This design comes from an exercise in tuning for a short achievable clock period and few clock cycles on the open sky130 flow, not from production work.
Only simulation tests tie the RTL to the original design; equivalence was not proved.
The clock cells of this run come from the design's own scripts or RTL, not from TritonCTS.
The clock input has no modelled driver; a real chip could not lean on it and would need a root buffer or a full tree.
Power is estimated from default activity; no workload was simulated.

==> design.v <==
module ARM (
  input clk, rst,
  output [31:0] imem_addr,
  input [31:0] imem_rdata,
  output [31:0] dmem_addr, dmem_wdata,
  output dmem_we, dmem_re,
  input [31:0] dmem_rdata
);
  function cond_ok(input [3:0] cond, input n, input z, input c, input v);
    case (cond)
      4'b0000: cond_ok = z;
      4'b0001: cond_ok = !z;
      4'b0010: cond_ok = c;
      4'b0011: cond_ok = !c;
      4'b0100: cond_ok = n;
      4'b0101: cond_ok = !n;
      4'b0110: cond_ok = v;
      4'b0111: cond_ok = !v;
      4'b1000: cond_ok = c & !z;
      4'b1001: cond_ok = !c & z;
      4'b1010: cond_ok = (n == v);
      4'b1011: cond_ok = (n != v);
      4'b1100: cond_ok = !z & (n == v);
      4'b1101: cond_ok = z | (n != v);
      4'b1110: cond_ok = 1'b1;
      default: cond_ok = 1'b0;
    endcase
  endfunction
  reg [29:0] pc;                  
  reg [31:0] ir;
  reg [29:0] id_pc, id_pc4;       
  reg        id_valid;
  reg        btb_v;
  reg [29:0] btb_tag, btb_tgt;
  reg [3:0]  btb_cond;
  reg        fN, fZ, fC, fV;
  reg        ex_wb, ex_S, ex_ld, ex_st;
  reg [3:0]  ex_cond, ex_rd;
  reg [31:0] ex_a, ex_m, ex_b;
  reg        ex_bm;               
  reg        ex_late;             
  reg [4:0]  ex_rot2;
  reg [31:0] ex_mask2;
  reg [3:0]  sa, sm;              
  reg        ex_arith, ex_sub, ex_c1, ex_cuse, ex_cinv;
  reg        ex_and, ex_orr, ex_eor, ex_mov, ex_mvn;
  reg [31:0] mem_res, mem_wdata;
  reg [3:0]  mem_rd;
  reg        mem_wb, mem_we, mem_re;
  reg [31:0] wb_ld, wb_alu;
  reg        wb_isld, wb_wb;
  reg [3:0]  wb_rd;
  reg [31:0] rf [0:14];
  wire cp = cond_ok(ex_cond, fN, fZ, fC, fV);
  wire [31:0] A = ({32{sa[0]}} & mem_res) | ({32{sa[1]}} & wb_ld) |
                  ({32{sa[2]}} & wb_alu)  | ({32{sa[3]}} & ex_a);
  wire [31:0] M = ({32{sm[0]}} & mem_res) | ({32{sm[1]}} & wb_ld) |
                  ({32{sm[2]}} & wb_alu)  | ({32{sm[3]}} & ex_m);
  wire [31:0] B = ex_b | ({32{ex_bm}} & M);
  wire [31:0] Bx = B ^ {32{ex_sub}};
  wire cin = ex_c1 | (ex_cuse & (fC ^ ex_cinv));
  wire [32:0] sum = {1'b0, A} + {1'b0, Bx} + {32'd0, cin};
  wire [31:0] lres = ({32{ex_and}} & (A & B)) | ({32{ex_orr}} & (A | B)) |
                     ({32{ex_eor}} & (A ^ B)) | ({32{ex_mov}} & B) |
                     ({32{ex_mvn}} & ~B);
  wire [31:0] res = ex_arith ? sum[31:0] : lres;
  wire [31:0] pp = A ^ Bx;
  wire [31:0] kk = {A[30:0] | Bx[30:0], cin};
  wire z_arith = &(~(pp ^ kk));
  wire z_logic = ~|lres;
  wire nN = res[31];
  wire nZ = ex_arith ? z_arith : z_logic;
  wire nC = ex_arith & (sum[32] ^ ex_sub);
  wire nV = ex_arith & ((A[31] & Bx[31] & !sum[31]) | (!A[31] & !Bx[31] & sum[31]));
  wire [63:0] rot2x = {mem_res, mem_res} >> ex_rot2;
  wire [31:0] B2 = rot2x[31:0] & ex_mask2;
  wire [31:0] B2x = B2 ^ {32{ex_sub}};
  wire [32:0] sum2 = {1'b0, A} + {1'b0, B2x} + {32'd0, cin};
  wire [31:0] lres2 = ({32{ex_and}} & (A & B2)) | ({32{ex_orr}} & (A | B2)) |
                      ({32{ex_eor}} & (A ^ B2)) | ({32{ex_mov}} & B2) |
                      ({32{ex_mvn}} & ~B2);
  wire [31:0] res2 = ex_arith ? sum2[31:0] : lres2;
  wire n2C = ex_arith & (sum2[32] ^ ex_sub);
  wire n2V = ex_arith & ((A[31] & B2x[31] & !sum2[31]) | (!A[31] & !B2x[31] & sum2[31]));
  wire [31:0] resx = ex_late ? res2 : res;
  wire setf = ex_S & cp;
  wire fN_n = setf ? nN : fN;
  wire fZ_n = setf ? nZ : fZ;
  wire fC_n = setf ? nC : fC;
  wire fV_n = setf ? nV : fV;
  wire fN_r = !setf ? fN : ex_late ? res2[31] : nN;
  wire fZ_r = !setf ? fZ : ex_late ? ~|res2 : nZ;
  wire fC_r = !setf ? fC : ex_late ? n2C : nC;
  wire fV_r = !setf ? fV : ex_late ? n2V : nV;
  wire [31:0] di = ir;
  wire [1:0] mode = di[27:26];
  wire [3:0] opc = di[24:21];
  wire       is_br = (mode == 2'b10);
  wire       is_mem = (mode == 2'b01);
  wire       d_ld = is_mem & di[20];
  wire       d_st = is_mem & !di[20];
  wire       d_S = (mode == 2'b00) & di[20];
  wire       d_wb = !(opc == 4'b1010) & !(opc == 4'b1000) & !is_br & !d_st;
  wire       d_useimm = is_mem | di[25];
  wire [3:0] rn = di[19:16];
  wire [3:0] rd = di[15:12];
  wire [3:0] s2 = d_st ? rd : di[3:0];
  wire       use_rn = !((mode != 2'b01) & ((opc == 4'b1101) | (opc == 4'b1111)));
  wire       use_s2 = d_st | !d_useimm;
  wire br_taken = id_valid & is_br & cond_ok(di[31:28], fN_n, fZ_n, fC_n, fV_n);
  wire [29:0] br_target = id_pc4 + {{6{di[23]}}, di[23:0]};
  wire ex_w = ex_wb & cp;
  wire hE_a = ex_w & (ex_rd == rn);
  wire hM_a = mem_wb & (mem_rd == rn);
  wire hE_m = ex_w & (ex_rd == s2);
  wire hM_m = mem_wb & (mem_rd == s2);
  wire need_sh = !d_useimm & (di[11:7] != 5'd0);
  wire late = need_sh & hE_m;
  wire stall = id_valid &
               ((!is_br & ex_ld & cp & ((use_rn & (ex_rd == rn)) | (use_s2 & (ex_rd == s2)))) |
                (!is_br & need_sh & !hE_m & hM_m & mem_re) |
                (is_br & ex_late & ex_S));
  wire [63:0] irot = {24'd0, di[7:0], 24'd0, di[7:0]} >> {di[11:8], 1'b0};
  wire [31:0] d_imm = is_mem ? {{20{di[11]}}, di[11:0]} :
                      di[25] ? irot[31:0] : 32'd0;
  wire [4:0] shamt = di[11:7];
  wire [1:0] shtyp = di[6:5];
  wire [4:0] d_rot = (shtyp == 2'b00) ? (5'd0 - shamt) : shamt;
  wire [31:0] d_mask = d_useimm ? 32'd0 :
                       (shtyp == 2'b00) ? (32'hffffffff << shamt) :
                       (shtyp == 2'b11) ? 32'hffffffff :
                       (32'hffffffff >> shamt);
  wire o_mov = (opc == 4'b1101), o_mvn = (opc == 4'b1111);
  wire o_add = (opc == 4'b0100), o_adc = (opc == 4'b0101);
  wire o_sub = (opc == 4'b0010) | (opc == 4'b1010), o_sbc = (opc == 4'b0110);
  wire o_and = (opc == 4'b0000) | (opc == 4'b1000), o_orr = (opc == 4'b1100);
  wire o_eor = (opc == 4'b0001);
  wire [31:0] wb_val = wb_isld ? wb_ld : wb_alu;
  wire [31:0] rf_rn = (rn == 4'd15) ? 32'd0 : rf[rn];
  wire [31:0] rf_s2 = (s2 == 4'd15) ? 32'd0 : rf[s2];
  wire [31:0] rn_val = (wb_wb & (wb_rd == rn)) ? wb_val : rf_rn;
  wire [31:0] s2_val = (wb_wb & (wb_rd == s2)) ? wb_val : rf_s2;
  wire [31:0] m_id = hM_m ? mem_res : s2_val;
  wire [63:0] rot2 = {m_id, m_id} >> d_rot;
  wire [31:0] d_b = d_useimm ? d_imm : need_sh ? (rot2[31:0] & d_mask) : 32'd0;
  wire        zp_ok = id_valid & d_S & (di[31:28] == 4'b1110) & di[25] & o_sub &
                      !hE_a & !hM_a;
  wire        zp = (rn_val == d_imm);
  wire        zp_nt = zp_ok & (((btb_cond == 4'b0001) & zp) | ((btb_cond == 4'b0000) & !zp));
  wire        pred = btb_v & (pc == btb_tag) & !zp_nt;
  wire [29:0] pc_seq = pred ? btb_tgt : pc + 30'd1;
  wire        eq_t = (pc == br_target);
  wire        eq_n = (pc == id_pc4);
  wire [29:0] pc_nt = eq_n ? pc_seq : id_pc4;
  wire [29:0] pc_t  = eq_t ? pc_seq : br_target;
  wire        ok_nt = !id_valid | eq_n;
  wire go = id_valid & !is_br & !stall;
  wire [29:0] pc_next = stall ? pc :
                        br_taken ? pc_t :
                        id_valid ? pc_nt : pc_seq;
  always @(posedge clk or posedge rst) begin
    if (rst) begin
      pc <= 30'd0;
      id_valid <= 1'b0;
      btb_v <= 1'b0;
      {fN, fZ, fC, fV} <= 4'b0;
      {ex_wb, ex_S, ex_ld, ex_st} <= 4'b0;
      {mem_wb, mem_re} <= 2'b0;
      wb_wb <= 1'b0;
    end else begin
      pc <= pc_next;
      if (stall) begin
      end else if (br_taken) begin
        id_valid <= eq_t;
        if (!eq_t) btb_v <= 1'b1;
      end else begin
        id_valid <= ok_nt;
      end
      {fN, fZ, fC, fV} <= {fN_r, fZ_r, fC_r, fV_r};
      ex_wb <= go & d_wb;
      ex_S  <= go & d_S;
      ex_ld <= go & d_ld;
      ex_st <= go & d_st;
      mem_wb <= ex_w;
      mem_re <= ex_ld & cp;
      wb_wb <= mem_wb;
    end
  end
  reg [29:0] o_ia;
  reg [31:0] o_da;
  reg        o_re;
  always @(posedge clk) begin
    o_ia <= rst ? 30'd0 : pc_next;    
    o_da <= (ex_ld | ex_st) ? res : 32'd0;    
    o_re <= !rst & ex_ld & cp;
    mem_we <= !rst & ex_st & cp;
  end
  always @(posedge clk) begin
    if (!stall) ir <= imem_rdata;
    if (!stall) begin
      id_pc <= pc;
      id_pc4 <= pc + 30'd1;
    end
    if (!stall && br_taken && !eq_t) begin
      btb_tag <= id_pc;
      btb_tgt <= br_target;
      btb_cond <= di[31:28];
    end
    ex_cond <= di[31:28];
    ex_rd <= rd;
    ex_a <= rn_val;
    ex_m <= s2_val;
    ex_b <= d_b;
    ex_bm <= !d_useimm & !need_sh;
    ex_late <= late;
    ex_rot2 <= d_rot;
    ex_mask2 <= d_mask;
    sa <= {!hE_a & !hM_a, !hE_a & hM_a & !mem_re, !hE_a & hM_a & mem_re, hE_a};
    sm <= {!hE_m & !hM_m, !hE_m & hM_m & !mem_re, !hE_m & hM_m & mem_re, hE_m};
    ex_arith <= o_add | o_adc | o_sub | o_sbc;
    ex_sub <= o_sub | o_sbc;
    ex_c1 <= o_sub;
    ex_cuse <= o_adc | o_sbc;
    ex_cinv <= o_sbc;
    ex_and <= o_and;
    ex_orr <= o_orr;
    ex_eor <= o_eor;
    ex_mov <= o_mov;
    ex_mvn <= o_mvn;
    mem_res <= resx;
    mem_wdata <= M;
    mem_rd <= ex_rd;
    wb_ld <= dmem_rdata;
    wb_alu <= mem_res;
    wb_isld <= mem_re;
    wb_rd <= mem_rd;
    if (wb_wb && wb_rd != 4'd15) rf[wb_rd] <= wb_val;
  end
  assign imem_addr = {o_ia, 2'b00};
  assign dmem_addr = o_da;
  assign dmem_wdata = mem_wdata;
  assign dmem_we = mem_we;
  assign dmem_re = o_re;
endmodule
==> flow/run.sh <==
#!/bin/bash
# Standard ORFS layout, with two changes in how it is made (the clock period
# and constraints stay the design's):
#  - the timing repair steps aim for a large setup slack (flow/margin.txt);
#  - the clock tree is a balanced two-level tree built by flow/cts_hook.tcl.
set -euo pipefail
MARGIN=$(cat flow/margin.txt)
HOOK=$PWD/flow/cts_hook.tcl
export PRE_CTS_TCL=$HOOK
bash standard.sh SETUP_SLACK_MARGIN=$MARGIN PRE_CTS_TCL=$HOOK finish > flow_make.log 2>&1
==> flow/cts_hook.tcl <==
# Build a two-level clock tree: NR root clkbuf_16 driven by the clk port, each
# driving a share of K leaf clkbuf_16 placed at k-means centres of the flops.
proc kmeans {pts k iters} {
  # pts: list of {x y}; returns list of centre {x y}
  set n [llength $pts]
  set cs {}
  for {set i 0} {$i < $k} {incr i} { lappend cs [lindex $pts [expr {int($i * $n / $k)}]] }
  for {set it 0} {$it < $iters} {incr it} {
    set sx [lrepeat $k 0.0]; set sy [lrepeat $k 0.0]; set sn [lrepeat $k 0]
    set asg {}
    foreach p $pts {
      lassign $p px py
      set best 0; set bd 1e30; set j 0
      foreach c $cs {
        lassign $c cx cy
        set d [expr {abs($px-$cx)+abs($py-$cy)}]
        if {$d < $bd} { set bd $d; set best $j }
        incr j
      }
      lappend asg $best
      lset sx $best [expr {[lindex $sx $best]+$px}]
      lset sy $best [expr {[lindex $sy $best]+$py}]
      lset sn $best [expr {[lindex $sn $best]+1}]
    }
    set ncs {}
    for {set j 0} {$j < $k} {incr j} {
      if {[lindex $sn $j] > 0} {
        lappend ncs [list [expr {[lindex $sx $j]/[lindex $sn $j]}] [expr {[lindex $sy $j]/[lindex $sn $j]}]]
      } else { lappend ncs [lindex $cs $j] }
    }
    set cs $ncs
  }
  return [list $cs $asg]
}

# Split a group of point indices into groups of at most cap points, by
# repeated two-way k-means.
proc split_group {pts idx cap} {
  if {[llength $idx] <= $cap} { return [list $idx] }
  set sub {}
  foreach i $idx { lappend sub [lindex $pts $i] }
  lassign [kmeans $sub 2 20] cs asg
  set a {}; set b {}
  set j 0
  foreach i $idx {
    if {[lindex $asg $j] == 0} { lappend a $i } else { lappend b $i }
    incr j
  }
  if {[llength $a] == 0 || [llength $b] == 0} {
    set h [expr {[llength $idx] / 2}]
    set a [lrange $idx 0 [expr {$h - 1}]]
    set b [lrange $idx $h end]
  }
  return [concat [split_group $pts $a $cap] [split_group $pts $b $cap]]
}

proc centre {pts idx} {
  set sx 0.0; set sy 0.0
  foreach i $idx { lassign [lindex $pts $i] x y; set sx [expr {$sx + $x}]; set sy [expr {$sy + $y}] }
  set n [llength $idx]
  return [list [expr {$sx / $n}] [expr {$sy / $n}]]
}

proc build_tree {K NR cap} {
  set db [ord::get_db]
  set block [ord::get_db_block]
  set master [$db findMaster sky130_fd_sc_hd__clkbuf_16]
  set clk [$block findNet clk]
  set sinks {}
  set pts {}
  foreach it [$clk getITerms] {
    set inst [$it getInst]
    set bb [$inst getBBox]
    lappend sinks $it
    lappend pts [list [expr {([$bb xMin]+[$bb xMax])/2.0}] [expr {([$bb yMin]+[$bb yMax])/2.0}]]
  }
  lassign [kmeans $pts $K 30] cs asg
  set groups {}
  for {set j 0} {$j < $K} {incr j} { lappend groups {} }
  set i 0
  foreach a $asg { lset groups $a [concat [lindex $groups $a] $i]; incr i }
  set leaves {}
  foreach g $groups {
    if {[llength $g] == 0} { continue }
    foreach h [split_group $pts $g $cap] { lappend leaves $h }
  }
  set lcs {}
  foreach g $leaves { lappend lcs [centre $pts $g] }
  puts "clock tree: [llength $sinks] sinks, [llength $leaves] leaf buffers, $NR roots"
  # roots: split the leaves into NR (1, 2 or 4) equal groups, by x then by y
  set order [lsort -real -index 1 [lmap c $lcs i [lsearch -all $lcs *] {list $i [lindex $c 0]}]]
  set nl [llength $lcs]
  set halves [list [lrange $order 0 [expr {$nl / 2 - 1}]] [lrange $order [expr {$nl / 2}] end]]
  if {$NR == 1} { set halves [list $order] }
  set groups2 {}
  foreach h $halves {
    if {$NR == 4} {
      set hy [lsort -real -index 1 [lmap e $h {list [lindex $e 0] [lindex [lindex $lcs [lindex $e 0]] 1]}]]
      set m [expr {[llength $hy] / 2}]
      lappend groups2 [lrange $hy 0 [expr {$m - 1}]] [lrange $hy $m end]
    } else {
      lappend groups2 $h
    }
  }
  set rasg [lrepeat $nl 0]
  set rcs {}
  set r 0
  foreach g $groups2 {
    set sx 0.0; set sy 0.0
    foreach e $g {
      set j [lindex $e 0]
      lset rasg $j $r
      lassign [lindex $lcs $j] x y
      set sx [expr {$sx + $x}]; set sy [expr {$sy + $y}]
    }
    lappend rcs [list [expr {$sx / [llength $g]}] [expr {$sy / [llength $g]}]]
    incr r
  }
  set rnets {}
  for {set r 0} {$r < $NR} {incr r} {
    set b [odb::dbInst_create $block $master "ctsroot_$r"]
    lassign [lindex $rcs $r] x y
    $b setLocation [expr {int($x)}] [expr {int($y)}]
    $b setPlacementStatus PLACED
    [$b findITerm A] connect $clk
    set n [odb::dbNet_create $block "clknet_root_$r"]
    $n setSigType CLOCK
    [$b findITerm X] connect $n
    lappend rnets $n
  }
  set j 0
  foreach g $leaves {
    set b [odb::dbInst_create $block $master "ctsleaf_$j"]
    lassign [lindex $lcs $j] x y
    # move the leaf part of the way towards its root: shorter root nets,
    # longer leaf nets (which have 16 times the drive between them)
    lassign [lindex $rcs [lindex $rasg $j]] rx ry
    set x [expr {$x + 0.9 * ($rx - $x)}]
    set y [expr {$y + 0.9 * ($ry - $y)}]
    $b setLocation [expr {int($x)}] [expr {int($y)}]
    $b setPlacementStatus PLACED
    [$b findITerm A] connect [lindex $rnets [lindex $rasg $j]]
    set n [odb::dbNet_create $block "clknet_leaf_$j"]
    $n setSigType CLOCK
    [$b findITerm X] connect $n
    foreach i $g {
      set it [lindex $sinks $i]
      $it disconnect
      $it connect $n
    }
    incr j
  }
}

# Place each output port's flip-flop next to the port's buffer, when the
# flip-flop drives nothing else (the detailed placement after this legalizes).
proc pull_output_flops {} {
  set block [ord::get_db_block]
  set moved 0
  foreach bt [$block getBTerms] {
    if {[$bt getIoType] != "OUTPUT"} { continue }
    set net [$bt getNet]
    set buf ""
    foreach it [$net getITerms] { if {[$it isOutputSignal]} { set buf [$it getInst] } }
    if {$buf == ""} { continue }
    set ait [$buf findITerm A]
    if {$ait == "NULL"} { continue }
    set ain [$ait getNet]
    if {$ain == "NULL"} { continue }
    set ff ""
    set nload 0
    foreach it [$ain getITerms] {
      if {[$it isOutputSignal]} { set ff [$it getInst] } else { incr nload }
    }
    if {$ff == "" || $nload != 1 || ![[$ff getMaster] isSequential]} { continue }
    lassign [$buf getLocation] x y
    $ff setLocation $x $y
    $ff setPlacementStatus PLACED
    incr moved
  }
  puts "pull_output_flops: moved $moved flip-flops"
}

# ---------------------------------------------------------------------------
# Hook run by ORFS's cts.tcl (PRE_CTS_TCL) after the placed design is loaded:
# build a balanced two-level tree (4 root clkbuf_16 on the clock port, leaf
# clkbuf_16 at k-means centres of the flip-flops, at most 20 flip-flops each, a quarter of the leaves on each root)
# instead of TritonCTS's three-level H-tree, then make the flow's own
# clock_tree_synthesis call a no-op. Every flip-flop sees the same two buffer
# levels; nothing is skewed on purpose.
pull_output_flops
set nsinks [llength [[[ord::get_db_block] findNet clk] getITerms]]
set nleaf [expr {($nsinks + 17) / 18}]
build_tree $nleaf 4 20
set_propagated_clock [all_clocks]
rename clock_tree_synthesis __orig_clock_tree_synthesis
proc clock_tree_synthesis {args} {
  puts "clock tree built by cts_hook.tcl; TritonCTS skipped"
}
==> flow/margin.txt <==
26
==> standard.sh <==
#!/bin/bash
# synth_recipe.tcl (not shown) runs the flow's synth.tcl, then flattens the netlist and writes it again
# the make line also repeats each setting of config.mk as NAME=value (left out here)
make -C /OpenROAD-flow-scripts/flow DESIGN_CONFIG=/design/flow/config.mk WORK_HOME=/design/flow/orfs CLKGATE_MAP_FILE= SYNTH_SCRIPT=/design/flow/synth_recipe.tcl "${@:-finish}"
==> config.mk <==
export PLATFORM = sky130hd
export DESIGN_NAME = ARM
export DESIGN_NICKNAME = ARM
export VERILOG_FILES = /design/flow/design.v
export SDC_FILE = /design/flow/constraint.sdc
export NUM_CORES = 4
export LEC_CHECK = 0
export ABC_CLOCK_PERIOD_IN_PS = 3000
export CAP_MARGIN = 20
export CORE_MARGIN = 2
export CORE_UTILIZATION = 50
export SLEW_MARGIN = 20
==> constraint.sdc <==
create_clock -name core_clock -period 33.0 [get_ports {clk}]
set_input_delay 6.6000 -clock core_clock [delete_from_list [all_inputs] [get_ports {clk}]]
set_output_delay 6.6000 -clock core_clock [all_outputs]
set_load 0.01 [all_outputs]
==> summary.txt <==
-- area by class of cell --
| cell class | instances | share of cell area, % |
|---|---|---|
| antenna | 6 | 0.0216 |
| buffer | 79 | 2.85 |
| inverter | 281 | 1.55 |
| multi-input combinational | 4570 | 48.1 |
| sequential | 1045 | 39.8 |
| tap | 1650 | 2.97 |
| timing repair buffer | 353 | 4.64 |
| timing repair inverter | 4 | 0.0649 |
-- Yosys cell counts, drive strengths merged (224+ instances only) --
cell type  count  area, um^2
a21oi        248        1240
nand3        224        1120
ha           259        3240
o21ai        307        1540
nand2        765        2870
edfxtp       636       19100
nor2         325        1220
dfxtp        366        7330
mux2i        302        3020
inv          280        1050
xnor2        244        2140
clkbuf       323        1210
-- cell families (layout without fill, tap and decap cells) --
family,count (synthesis),count (layout)
AND/OR/NAND/NOR,1777,1782
adder cells (fa/ha/maj),264,264
AO/OA/AOI/OAI,1690,1691
other,1,8
buffers and inverters,749,717
multiplexers,523,523
XOR/XNOR,308,308
flip-flops,1045,1045
-- what timing repair did --
item / CTS / global route
setup buffers: 10 / 10
pin swaps: 11 / 18
cloned: 6 / 5
resized for setup: 496 / 114
setup endpoints to repair: 281 / 240
endpoints found under the hold margin: 0 / 0
-- power breakdown --
| part | switching [mW] | internal, mW |
|---|---|---|
| clock | 0.464 | 0.421 |
| combinational | 2.16 | 1.21 |
| sequential | 0.256 | 1.75 |
| total | 2.88 | 3.39 |
-- how the worst max path moves through the flow --
stage	slack, ns	cells after the start	from	to
6_report	25.47	1	o_re$_DFF_P_	dmem_re
5_1_grt	25.45	1	o_re$_DFF_P_	dmem_re
4_1_cts	25.47	1	mem_we$_DFF_P_	dmem_we
3_5_place_dp	24.11	4	rst	o_ia[27]$_SDFF_PP0_
3_3_place_gp	24.15	4	rst	o_ia[19]$_SDFF_PP0_
2_1_floorplan	25.59	4	rst	o_ia[20]$_SDFF_PP0_
-- per-layer routing --
| layer | part of all wire, % | GRT usage (%) | vias up |
|---|---|---|---|
| li1 | - | - | 23631 |
| met1 | 40 | 51.0 | 26709 |
| met2 | 44 | 56.1 | 3430 |
| met3 | 11 | 6.35 | 539 |
| met4 | 5.4 | 16.2 | 14 |
| met5 | 0.040 | 0 | - |
-- through the flow --
| step | instance area, um^2 | worst slack, ns | power [mW] | hold WS [ns] | utilization, % |
|---|---|---|---|---|---|
| after CTS | 68800 | 25.47 | 6.10 | 0.394 | 54.7 |
| final | 69400 | 25.47 | 6.26 | 0.393 | 55.2 |
| after global placement | 66700 | 24.15 | 5.20 | 0.382 | 53.1 |
| after floorplan | 63600 | 25.59 | 4.05 | 0.366 | - |
| after global routing | 69400 | 25.45 | 6.50 | 0.403 | 55.2 |
| after detailed placement | 66700 | 24.11 | 5.22 | 0.383 | 53.1 |
==> flow_summary.ini <==
[critical_path]
timing.rr.start = ir[20]$_DFFE_PN_
end_kind = primary output
crit_type = reg2out
cp_max_fo = 1
reg2reg_to = ex_b[13]$_DFF_P_
worst-path-buf-inv = 1
worstSetupStartpointType = flop
reg2reg_depth = 17
cpMaxStageDelayCell = dfxtp_1
arrival_ns = 0.93
worst_path_largest_cell_delay_ns = 0.33
cp_top_family = flip-flops
cp_cell_sequence = buf_2
worst_ep_required_time_ns = 26.40
rrSetupSlack_ns = 26.03

[logic_synthesis]
ys_ff_latch = 1045
synthAdderAreaFrac_pct = 5.26
ys_seq_area_share_pct = 43.3
synthesis.area_um2 = 63500
yosys.area_share.simple_pct = 12.9
syn_area_per_cell_um2 = 9.98
yosys_warnings = 1
ys.flop_type = edfxtp_1
synth_mux_area_share_pct = 10.6
synthArstFlopShare_pct = 4.11
synth_edf_count = 636
synthXorXnorAreaFrac_pct = 4.36
synthCells = 6357
synth.distinct_cells = 111
synth_top_family_by_area = compound AO/OA/AOI/OAI gates
synth_compound_area_share_pct = 18.6

[sta]
skew_ns = 0.0629
max_freq_ghz = 0.133
rsz0062_at_grt = true
relSlewSlack_pct = 16.5
finalHoldViolCount = 0
fin_tns_setup_ns = 0
setup_viol = 0
finalCriticalPeriod_ns = 7.53
period_share_pct = 22.8
tightest_slew_ns = 1.24
drv_slew = 0

[global_routing]
grt_max_degree = 172
grt_pass1_vias = 50247
antenna_found_initial = 14
grt_overflow_total = 0
grt_pass1_wl_mm = 353
grt_usage_pct = 36.6

[placed_design]
gp_congestion = 1.03
dp_hpwl_mm = 168
io_buffers = 161
dp.cells = 7871

[floorplan]
core_area_um2 = 126000
initial_utilization_pct = 50.5
die_area_um2 = 130000
ios = 164
fp.dieH_um = 360
fp.dieW_um = 360
rows = 130

[flow_run]
cap_violations = 0

[routing]
drc = 0
drt-initial-drc-count = 7627
antenna_violating_nets_post_route = 0
wl_per_cell_um = 31.2
wirelength_mm = 249
routed-via-count = 54323
dr.pass1.iters = 9
vias_per_cell = 6.80

[layout]
num-fill-cells = 11073
final_common_cell = nand2_1
drive_gt1_share_pct = 12.9
seqCellArea_um2 = 27600
multi_input_area_um2 = 33400
largest_register = rf
largest_reg_flops = 480
final_cell_mix = 763 x nand2_1, 636 x edfxtp_1, 310 x nor2_1, 298 x mux2i_1, 289 x o21ai_0
layout.nets = 6664
instances_no_fill = 7988
syn_to_final_growth_pct = 9.36

[cts]
holdBufCountCts = 0
clkTransAtPathRegs_ns = 0.12
clk_latency_ns = 0.48

[worst_hold_path]
holdCritPathClass = reg2reg
min-delay-start = ex_rd[0]$_DFF_P_
hold_end = mem_rd[0]$_DFF_P_
min_path_cells = 0

[pwr]
ir_drop_uv = 64.8
power_density_nw_per_um2 = 90.2
leakage_nw = 27.0

[run_status]
outcome = finished clean
Testbench counts, summed over its fixed seeds: cycles 39,566.

## afterwards: timing with drivers on the ports
The flow's constraints put no driver on any port. The routed layout listed below was extracted and timed again, unchanged, in two steps.
Step 1, drivers: a clkbuf_16 drives clk and a buf_2 each remaining input, both assumed.
Step 2 adds t to the input delays and takes it off the output delays; t is the mean of the earliest and latest rising clock arrival at the registers after step 1. Input paths then give back, and output paths get back, about the clock's delay inside the block.
a / b / c = ideal ports / drivers / drivers and shift; a / b = the first two.
shift t [ns]: 0.617
setup slack, ns: 25.472 / 25.302 / 25.283
hold slack, ns: 0.393 / 0.393 / 0.393
latest minus earliest clock arrival (ns): 0.063 / 0.062
After both steps this run still meets setup and hold. For this run, drivers alone change the setup slack by -0.170 ns; drivers and shift together by -0.189 ns.
